What follows belongs to an exercise in optimizing a design on an open flow for small area, a short achievable clock period and few clock cycles; a production flow would make more cautious choices.
Only simulation tests tie the RTL to the original design; equivalence was not proved.
Power figures rest on the tool's default switching activity, not on a simulated workload.

try-maple:
Design isb350c, start of the top module:
module isb350c(input clk, input rst,
    output fetchEnable, output [15:0]fetchAddr,
    input fetchReady, input [15:0]fetchData,
    output loadEnable, output [15:0]loadAddr,
    input loadReady, input [15:0]loadData,
    output done, output [255:0]regs_out);
Size: about 410 flip-flops, ~330 I/O pins, ~0.018 mm^2 of cells after synthesis.
==> flow/config.mk <==
export PLATFORM = sky130hd
export DESIGN_NAME = isb350c
export DESIGN_NICKNAME = isb350c
export VERILOG_FILES = /design/flow/design.v
export SDC_FILE = /design/flow/constraint.sdc
export NUM_CORES = 4
export LEC_CHECK = 0
export CAP_MARGIN = 20
export CORE_MARGIN = 2
export CORE_UTILIZATION = 35
export CTS_CLUSTER_DIAMETER = 70
export CTS_CLUSTER_SIZE = 30
export SLEW_MARGIN = 20
export TNS_END_PERCENT = 0
==> flow/constraint.sdc <==
create_clock -name core_clock -period 12.0 [get_ports {clk}]
set_input_delay 2.4000 -clock core_clock [delete_from_list [all_inputs] [get_ports {clk}]]
set_output_delay 2.4000 -clock core_clock [all_outputs]
set_load 0.01 [all_outputs]
standard.sh (not shown) runs the stock make flow with config.mk's settings and CLKGATE_MAP_FILE= SYNTH_SCRIPT=/design/flow/synth_recipe.tcl, a recipe that flattens the netlist after the stock synthesis.
==> flow/flow/run.sh <==
#!/bin/bash
export SETUP_SLACK_MARGIN=8.5
export BUFFER_PORTS_ARGS="-buffer_cell sky130_fd_sc_hd__buf_1"
bash standard.sh > standard.log 2>&1
Testbench counts of try-maple, summed over its fixed seeds: cycles 18,133.
For try-xenon, these inputs were changed with respect to try-maple:
Settings: CORE_UTILIZATION now 45, was 35; CTS_CLUSTER_DIAMETER now 100, was 70.
--- a/flow/flow/run.sh
+++ b/flow/flow/run.sh
@@ -2 +2 @@
-export SETUP_SLACK_MARGIN=8.5
+export SETUP_SLACK_MARGIN=8.2
### Flow results
- try-maple → try-xenon: final weighted congestion of routability-driven global placement picked up an extra 0.41%, non-clock buffer count in the final layout lost 14, clock group total power lost 27%, worst hold margin neither gained nor lost much, maximum frequency lost 3.3%.
- Between try-maple and try-xenon, the power share of the clock group is lower for try-xenon.
- [diff] final non-filler cell area, try-xenon relative to try-maple: improvement
- Overall routing resource usage (try-xenon over try-maple): increase, 6.6 points
### try-xenon -> try-delta
--- a/flow/flow/run.sh
+++ b/flow/flow/run.sh
@@ -2 +2 @@
-export SETUP_SLACK_MARGIN=8.2
+export SETUP_SLACK_MARGIN=8.5
Notes after the runs:
- Comparing try-delta against try-xenon, there is no change at all in simple logic cell fraction of the synthesized area.
- The leakage power in try-delta sits 1.3% above the value recorded for try-xenon.
- try-delta vs. try-xenon: global-route usage ~0 delta; cell area after layout +0.49%; final critical delay including setup and external delays -0.17 ns.
- try-delta: sequential share of layout area 0.23 points below try-xenon
- The run showing the smaller number of cells upsized or downsized after cts is try-xenon.
- | final routed wirelength across all metal layers | try-delta vs try-xenon | ≈ equal |
- try-delta ends up with a logic gate share of total power that is 0.2 points higher than in try-xenon.
- Number of stages on the worst hold path came out exactly the same in try-delta and try-xenon.
- Run comparison: try-delta timing startpoint of the critical path r[11][1]; try-xenon timing startpoint of the critical path fetchData[12]
- Of try-delta and try-xenon, it is try-delta that has the higher non-clock buffer count.
Changes in try-cedar relative to try-delta:
Settings: a change of CORE_UTILIZATION from 45 to 40.
--- outcome ---
- try-cedar | stages: all done | timing, DRC, antenna: all pass
- Met2 wirelength from detailed routing: try-cedar vs try-delta up about 0.9%
- On total met3 wirelength after detailed routing: between try-cedar and try-delta, it ends up higher for try-delta.
- Looking at maximum VDD drop, try-cedar sits about 9% higher than try-delta does.
- Wire: try-cedar routes more than try-delta
- Going from try-delta to try-cedar, cell count grows by 2.9%.
- Of try-cedar and try-delta, it is try-cedar that has the higher slew at the pin with the worst max-slew slack.
- Re portion of the layout cell area used by non-clock buffers: try-delta was higher than try-cedar.
- From try-delta to try-cedar the numbers moved as follows: clock tree buffer count of the final layout level, endpoint arrival time on the critical path has increased.
- Going from try-delta to try-cedar, post-layout minimum cycle time up 0.057 ns; worst hold slack saw a decrease.


sierra:
isb350c, a different RTL version from the one above (not shown whole).
For scale: about 1500 cells after synthesis, about 330 I/O pins.
clock: 12.0 ns
lec_check: 0
cap_margin: 0
core_margin: 2
core_utilization: 35
cts_cluster_diameter: 70
cts_cluster_size: 30
slew_margin: 0
tns_end_percent: 0
==> flow/flow/run.sh <==
#!/bin/bash
export SETUP_SLACK_MARGIN=8.5
export BUFFER_PORTS_ARGS="-buffer_cell sky130_fd_sc_hd__buf_1"
bash standard.sh > standard.log 2>&1
Testbench counts of sierra, summed over its fixed seeds: cycles 18,342.
What quartz does differently from sierra at the input level:
- swapping 0 for 20 in CAP_MARGIN
- swapping 70 for 60 in CTS_CLUSTER_DIAMETER
- swapping 30 for 24 in CTS_CLUSTER_SIZE
- swapping 35 for 50 in CORE_UTILIZATION
- swapping 0 for 20 in SLEW_MARGIN
Notes after the runs:
- quartz finished end to end and its layout was clean on timing, DRC and antenna.
- Looking at setup slack across sierra and quartz, the one that comes out higher is quartz.
- Summed area of non-filler cells in the final layout of sierra is on par with quartz.
- quartz against sierra: effective utilization at floorplan saw an increase; number of global-route vias before repair went down 367; leakage dissipation now sits higher; final wirelength went down 4.9%; synthesized cell count held steady.
Setup changes, quartz to ember
- CORE_UTILIZATION: 50 -> 35
[summary]
Clock share of power was higher in ember than in quartz.
Against quartz as the reference, ember delivers a lower relative contribution of combinational cells to total power.
Max worst hold slack across ember and quartz: quartz
| last weighted congestion value of the routability-driven placer | ember vs quartz | ≈ equal |
Diff ember..quartz | total of hold buffers inserted after clock tree synthesis | negligible
Sort ember and quartz by initial cell density of the core, descending, and quartz comes first.
Delta (ember minus quartz): area of all sequential standard cells barely changed; power density over cell area climbed 1.5%.
For onyx, these inputs were changed with respect to ember:
- CORE_UTILIZATION: 35 -> 45
- CTS_CLUSTER_SIZE: 24 -> 30
- CTS_CLUSTER_DIAMETER: 60 -> 100
## What came out
- Compared with ember, in onyx least setup slack across all paths after layout moved up; area of the core moved down; number of placed instances, taps included moved down; number of buffers inserted by post-CTS setup repair moved down.


isb350c with an RTL version that a note above also has.
For scale: roughly 1500 cells after synthesis, roughly 0.018 sq mm of cells after synthesis.
==> flow/design.v (excerpt) <==
module isb350c(input clk, input rst,
    output fetchEnable, output [15:0]fetchAddr,
    input fetchReady, input [15:0]fetchData,
    output loadEnable, output [15:0]loadAddr,
    input loadReady, input [15:0]loadData,
    output done, output [255:0]regs_out);
clock: 12.0 ns
lec_check: 0
cap_margin: 20
core_margin: 2
core_utilization: 45
cts_cluster_diameter: 100
cts_cluster_size: 30
place_density: 0.75
slew_margin: 20
tns_end_percent: 0
Scripts as last shown in full above: flow/flow/run.sh
Testbench counts at the start, summed over its fixed seeds: cycles 18,133.
Change:
CORE_UTILIZATION = 50   (was 45)
CTS_CLUSTER_DIAMETER = 80   (was 100)
PLACE_DENSITY = unset   (was 0.75)
Result: The new run ran to the end with no violations; final cell count fell by 1.8%; utilization climbs by 6.0 points; total power grows by 5.0%; worst setup slack loses 0.047 ns; flip-flop and latch count is unchanged; clock skew climbs by 0.021 ns; worst hold slack gets better by 0.016 ns; die area decreases by 9.8%; via count falls by 1.7%.


The RTL this note starts from:
==> flow/design.v <==
module isb350c(input clk, input rst,
    output fetchEnable, output [15:0]fetchAddr,
    input fetchReady, input [15:0]fetchData,
    output loadEnable, output [15:0]loadAddr,
    input loadReady, input [15:0]loadData,
    output done, output [255:0]regs_out);
    localparam K_NONE = 2'd0, K_INSTR = 2'd1, K_DATA = 2'd2;
    reg [9:0]faddr;
    reg [1:0]fkind;
    reg [3:0]ftgt;
    reg [9:0]lpc;           
    reg lx;                 
    reg jv;                 
    reg [9:0]jpc, jtgt;
    reg [9:0]apc;
    reg [1:0]akind;
    reg [3:0]atgt;
    reg irv;                
    reg irl;                
    reg [15:0]ir;
    reg [9:0]irpc;
    reg [3:0]irt;
    reg e2v;                
    reg e2w;                
    reg e2ld, e2jeq, e2hlt;
    reg [3:0]e2rt;
    reg [15:0]va, vb;
    reg [9:0]e2tgt;         
    reg halted;
    reg done_r;
    reg [15:0]r[0:15];
    wire [15:0]sum = va + vb;
    wire e2we = e2w;
    wire e2redir = e2v && e2jeq && va == vb;
    wire e2load = e2v && e2ld;
    wire e2halt = e2v && e2hlt;
    wire stop = halted || e2halt;
    wire [2:0]op = ir[14:12];
    wire [3:0]ra = ir[11:8];
    wire [3:0]rb = ir[7:4];
    wire [3:0]rt = ir[3:0];
    wire is_imm = op == 3'd0 || op == 3'd4;    
    wire rd_ab = op == 3'd1 || op == 3'd5 || op == 3'd6;    
    wire wr_t = op == 3'd0 || op == 3'd1;     
    wire is_jmp = op == 3'd2;
    wire p2 = e2load;
    wire pf = fkind == K_DATA;
    wire pa = akind == K_DATA;
    function pend(input [3:0]x);
        pend = (p2 && e2rt == x) || (pf && ftgt == x) || (pa && atgt == x);
    endfunction
    wire hazard = (rd_ab && (pend(ra) || pend(rb))) || (wr_t && pend(rt));
    wire e1ok = irv && !e2redir && !stop;
    wire e1replay = e1ok && hazard;
    wire e1jmp = e1ok && is_jmp;
    wire e1go = e1ok && !hazard && !is_jmp;
    wire [9:0]jtarget = ir[9:0];
    wire fwd_a = e2we && e2rt == ra;
    wire fwd_b = e2we && e2rt == rb;
    wire [15:0]rva = fwd_a ? sum : r[ra];
    wire [15:0]rvb = fwd_b ? sum : r[rb];
    wire aok = akind == K_INSTR && !e2redir && !e1replay && !e1jmp && !stop;
    wire kill = e2redir || e1replay || e1jmp || stop;
    reg rst_r;
    always @(posedge clk) rst_r <= rst;
    wire [15:0]wdr = rst_r ? 16'h0000 : sum;
    integer k;
    always @(posedge clk) begin
        for (k = 0; k < 16; k = k + 1)
            if (rst_r || (e2we && e2rt == k))
                r[k] <= wdr;
    end
    wire [9:0]seq = lpc + {9'd0, !lx};
    wire fold = jv && seq == jpc;
    reg [9:0]oaddr, olpc;
    reg [1:0]okind;
    reg olx;
    always @(*) begin
        oaddr = seq;
        okind = K_INSTR;
        olpc = seq;
        olx = 0;
        if (stop) begin
            okind = K_NONE;
            olpc = lpc;
            olx = lx;
        end else if (e2redir) begin
            oaddr = e2tgt;
            olpc = e2tgt;
        end else if (e2load) begin
            oaddr = sum[9:0];
            okind = K_DATA;
            olpc = e1replay ? irpc : e1jmp ? jtarget : lpc;
            olx = e1replay || e1jmp ? 1'b1 : lx;
        end else if (e1replay) begin
            oaddr = irpc;
            olpc = irpc;
        end else if (e1jmp) begin
            oaddr = jtarget;
            olpc = jtarget;
        end else if (fold) begin
            oaddr = jtgt;
            olpc = jtgt;
        end
    end
    always @(posedge clk) begin
        if (rst) begin
            faddr <= 10'd0;
            fkind <= K_INSTR;
            lpc <= 10'd0;
            lx <= 0;
            jv <= 0;
            akind <= K_NONE;
            irv <= 0;
            irl <= 0;
            e2v <= 0;
            e2w <= 0;
            halted <= 0;
            done_r <= 0;
        end else begin
            faddr <= oaddr;
            fkind <= okind;
            lpc <= olpc;
            lx <= olx;
            if (e1jmp) begin
                jv <= 1;
                jpc <= irpc;
                jtgt <= jtarget;
            end
            akind <= (kill && fkind == K_INSTR) ? K_NONE : fkind;
            irv <= aok;
            irl <= akind == K_DATA;
            e2v <= e1go;
            e2w <= irl || (e1go && wr_t);
            if (e2halt) halted <= 1;
            done_r <= stop && fkind != K_DATA && akind != K_DATA && !irl;
        end
        ftgt <= e2rt;
        apc <= faddr;
        atgt <= ftgt;
        ir <= fetchData;
        irpc <= apc;
        irt <= atgt;
        e2ld <= !irl && (op == 3'd4 || op == 3'd5);
        e2jeq <= !irl && op == 3'd6;
        e2hlt <= !irl && op == 3'd3;
        e2rt <= irl ? irt : rt;
        va <= irl ? ir : is_imm ? {8'h00, ir[11:4]} : rva;
        vb <= (irl || is_imm) ? 16'h0000 : rvb;
        e2tgt <= irpc + {6'd0, ir[3:0]};
    end
    assign fetchEnable = 1'b1;
    assign fetchAddr = {6'd0, faddr};
    assign loadEnable = 1'b0;
    assign loadAddr = 16'h0000;
    assign done = done_r;
    genvar g;
    generate
        for (g = 0; g < 16; g = g + 1) begin : regs_out_g
            assign regs_out[16*g +: 16] = r[g];
        end
    endgenerate
endmodule
Settings: LEC_CHECK=0, CAP_MARGIN=20, CORE_MARGIN=2, CORE_UTILIZATION=35, CTS_CLUSTER_DIAMETER=100, CTS_CLUSTER_SIZE=30, SLEW_MARGIN=20, TNS_END_PERCENT=0; clock period 12.0 ns.
Scripts as last shown in full above: flow/flow/run.sh
The starting point finished with timing, DRC and antenna clean.
Testbench counts at the start, summed over its fixed seeds: cycles 18,342.
Change:
CTS_CLUSTER_DIAMETER = not set   (was 100)
CTS_CLUSTER_SIZE = not set   (was 30)
Result:
- flip-flop and latch count is unchanged
- cell count is higher by 2.1%
- via count increases by 1.1%
- area after synthesis is unchanged
- power went up by 15%
- worst setup slack gets better by 34 ps
- non-clock buffer count is higher by 1
- worst hold slack got worse by 13 ps
- combinational power hardly moves
- cell area went up by 4.1%
- wire length goes up by 0.78%


job 1301:
isb350c with an RTL version that a note above also has.
For scale: ~410 flip-flops, ~330 I/O pins, ~18000 µm² of cells after synthesis.
Design isb350c, start of the top module:
module isb350c(input clk, input rst,
    output fetchEnable, output [15:0]fetchAddr,
    input fetchReady, input [15:0]fetchData,
    output loadEnable, output [15:0]loadAddr,
    input loadReady, input [15:0]loadData,
    output done, output [255:0]regs_out);
    localparam K_NONE = 2'd0, K_INSTR = 2'd1, K_DATA = 2'd2;
    reg [9:0]faddr;
    reg [1:0]fkind;
    reg [3:0]ftgt;
    reg [9:0]lpc;           
    reg lx;                 
    reg jv;                 
    reg [9:0]jpc, jtgt;
    reg [9:0]apc;
    reg [1:0]akind;
    reg [3:0]atgt;
    reg irv;                
    reg irl;                
    reg [15:0]ir;
    reg [9:0]irpc;
    reg [3:0]irt;
    reg e2v;                
    reg e2w;                
    reg e2ld, e2jeq, e2hlt;
    reg [3:0]e2rt;
    reg [15:0]va, vb;
    reg [9:0]e2tgt;         
    reg halted;
    reg done_r;
    reg [15:0]r[0:15];
    wire [15:0]sum = va + vb;
    wire e2we = e2w;
    wire e2redir = e2v && e2jeq && va == vb;
    wire e2load = e2v && e2ld;
    wire e2halt = e2v && e2hlt;
    wire stop = halted || e2halt;
    wire [2:0]op = ir[14:12];
    wire [3:0]ra = ir[11:8];
    wire [3:0]rb = ir[7:4];
    wire [3:0]rt = ir[3:0];
    wire is_imm = op == 3'd0 || op == 3'd4;    
    wire rd_ab = op == 3'd1 || op == 3'd5 || op == 3'd6;    
    wire wr_t = op == 3'd0 || op == 3'd1;     
    wire p2 = e2load;
    wire pf = fkind == K_DATA;
    wire pa = akind == K_DATA;
    function pend(input [3:0]x);
        pend = (p2 && e2rt == x) || (pf && ftgt == x) || (pa && atgt == x);
    endfunction
    wire hazard = (rd_ab && (pend(ra) || pend(rb))) || (wr_t && pend(rt));
    wire e1ok = irv && !e2redir && !stop;
    wire e1replay = e1ok && hazard;
    wire e1go = e1ok && !hazard;
    wire fwd_a = e2we && e2rt == ra;
    wire fwd_b = e2we && e2rt == rb;
    wire [15:0]rva = fwd_a ? sum : r[ra];
    wire [15:0]rvb = fwd_b ? sum : r[rb];
    wire aok = akind == K_INSTR && !e2redir && !e1replay && !stop;
    wire djmp = aok && fetchData[14:12] == 3'd2;
    wire [9:0]jtarget = fetchData[9:0];
    wire kill = e2redir || e1replay || djmp || stop;
    reg rst_r;
  ...
export LEC_CHECK = 0
export CAP_MARGIN = 20
export CORE_MARGIN = 2
export CORE_UTILIZATION = 35
export CTS_CLUSTER_DIAMETER = 60
export CTS_CLUSTER_SIZE = 24
export SLEW_MARGIN = 20
export TNS_END_PERCENT = 0
create_clock -name core_clock -period 12.0 [get_ports {clk}]
Scripts as last shown in full above: flow/flow/run.sh
Testbench counts of job 1301, summed over its fixed seeds: cycles 18,133.
Edits applied to the flow inputs when going from job 1301 to job 5426:
- a change of CTS_CLUSTER_SIZE from 24 to 30
- a change of CORE_UTILIZATION from 35 to 60
Findings:
Cmp job 1301 and job 5426 / area overhead of the layout relative to synthesis / higher: job 1301. Job 5426: DRC violation total after the first TritonRoute iteration 226 above job 1301. Comparing job 1301 and job 5426, the lower die area was measured on job 5426. Relative to job 1301, wire length per cell after detailed routing increased by 1.0 µm in job 5426. Comparing total wirelength of the detailed-routed design for job 1301 and job 5426, the bigger number came from job 1301. On job 5426: power is about 1.4% lower than what job 1301 gave.
Changes in job 8180 relative to job 5426:
- changing CTS_CLUSTER_DIAMETER from 60 to 100
- changing CORE_UTILIZATION from 60 to 45
==> flow/flow/run.sh <==
#!/bin/bash
export SETUP_SLACK_MARGIN=8.8
export BUFFER_PORTS_ARGS="-buffer_cell sky130_fd_sc_hd__buf_1"
bash standard.sh > standard.log 2>&1
--- outcome ---
Cmp job 5426 and job 8180 / share of the final layout cell area in sequential cells / higher: job 8180
Summary of job 8180 over job 5426: worst hold slack did not really move; core utilization lower; final worst-path setup slack went up; post-route minimum period shrank by 0.045 ns.
Job 5426 → job 8180: clock network latency to the later pin of the worst-skew pair saw a decrease, core region area saw an increase.
> inputs changed (job 8180 -> job 4486)
- CTS_CLUSTER_DIAMETER: 100 -> 80
==> flow/flow/run.sh <==
#!/bin/bash
export SETUP_SLACK_MARGIN=8.5
export BUFFER_PORTS_ARGS="-buffer_cell sky130_fd_sc_hd__buf_1"
bash standard.sh > standard.log 2>&1
==> notes.md <==
- Job 4486 completed every stage of the flow, and the final layout passed the timing, DRC and antenna checks.
- In the metrics for job 8180 and job 4486, the one carrying the higher maximum frequency is job 8180.
- Comparing job 4486 against job 8180, there is no change at all in sum of buffers and inverters on the critical path.
- Sort job 8180 and job 4486 by number of CTS-inserted buffers desc -> top: job 4486
- Distinct cell type count after synthesis: job 4486 vs job 8180 identical
- Launching element of the worst setup path = r[3][9]$_DFFE_PP_: job 4486; launching element of the worst setup path = r[7][14]$_DFFE_PP_: job 8180
- Taking job 8180 as the reference point, the clock power of job 4486 rises by about 40%.
- Job 4486 vs job 8180 — non-clock buffering overhead in the final layout dropped 0.68 points.
- ~same final wirelength in job 8180 and job 4486

## separate check: timing with driven ports
How much do the figures lean on ideal ports? The routed layouts below were timed once more, with nothing changed but the port constraints.
Step 1 (the two cells are an assumption about what drives the block):
set clk [get_ports {clk}]
set_driving_cell -lib_cell sky130_fd_sc_hd__clkbuf_16 $clk
set_driving_cell -lib_cell sky130_fd_sc_hd__buf_2 [delete_from_list [all_inputs] $clk]
Step 2 adds t to the input delays and takes it off the output delays; t is the mean of the earliest and latest rising clock arrival at the registers after step 1. Input paths then give back, and output paths get back, about the clock's delay inside the block.
a / b / c = no drivers / after step 1 / after step 2; a / b = the first two.
run	t, ns	setup WS [ns]	clock arrival spread, ns	pins driven straight from the clock port
try-maple	0.657	8.303 / 8.241 / 7.806	0.053 / 0.053	1
try-xenon	0.607	8.178 / 8.209 / 7.605	0.044 / 0.044	1
try-delta	0.607	8.343 / 8.285 / 7.861	0.046 / 0.046	1
try-cedar	0.616	8.285 / 8.226 / 7.755	0.044 / 0.044	1
sierra	0.671	8.236 / 8.171 / 8.254	0.065 / 0.065	1
quartz	0.654	8.292 / 8.233 / 8.302	0.034 / 0.034	1
ember	0.627	8.280 / 8.220 / 8.258	0.054 / 0.053	1
onyx	0.609	8.315 / 8.255 / 8.279	0.040 / 0.041	1
the first run of note 3	0.607	8.353 / 8.293 / 7.876	0.033 / 0.033	1
the second run of note 3	0.637	8.306 / 8.251 / 7.748	0.065 / 0.065	1
the first run of note 4	0.639	8.231 / 8.166 / 8.264	0.072 / 0.073	1
the second run of note 4	0.650	8.265 / 8.201 / 8.255	0.077 / 0.077	1
job 1301	0.688	8.256 / 8.193 / 7.746	0.060 / 0.060	1
job 5426	0.653	8.315 / 8.261 / 7.845	0.023 / 0.022	1
job 8180	0.604	8.360 / 8.304 / 7.889	0.046 / 0.046	1
job 4486	0.651	8.302 / 8.246 / 7.741	0.061 / 0.062	1
After both steps every run listed still meets setup and hold. For try-xenon, which loses most, drivers alone change the setup slack by +0.031 ns; drivers and shift together by -0.573 ns.
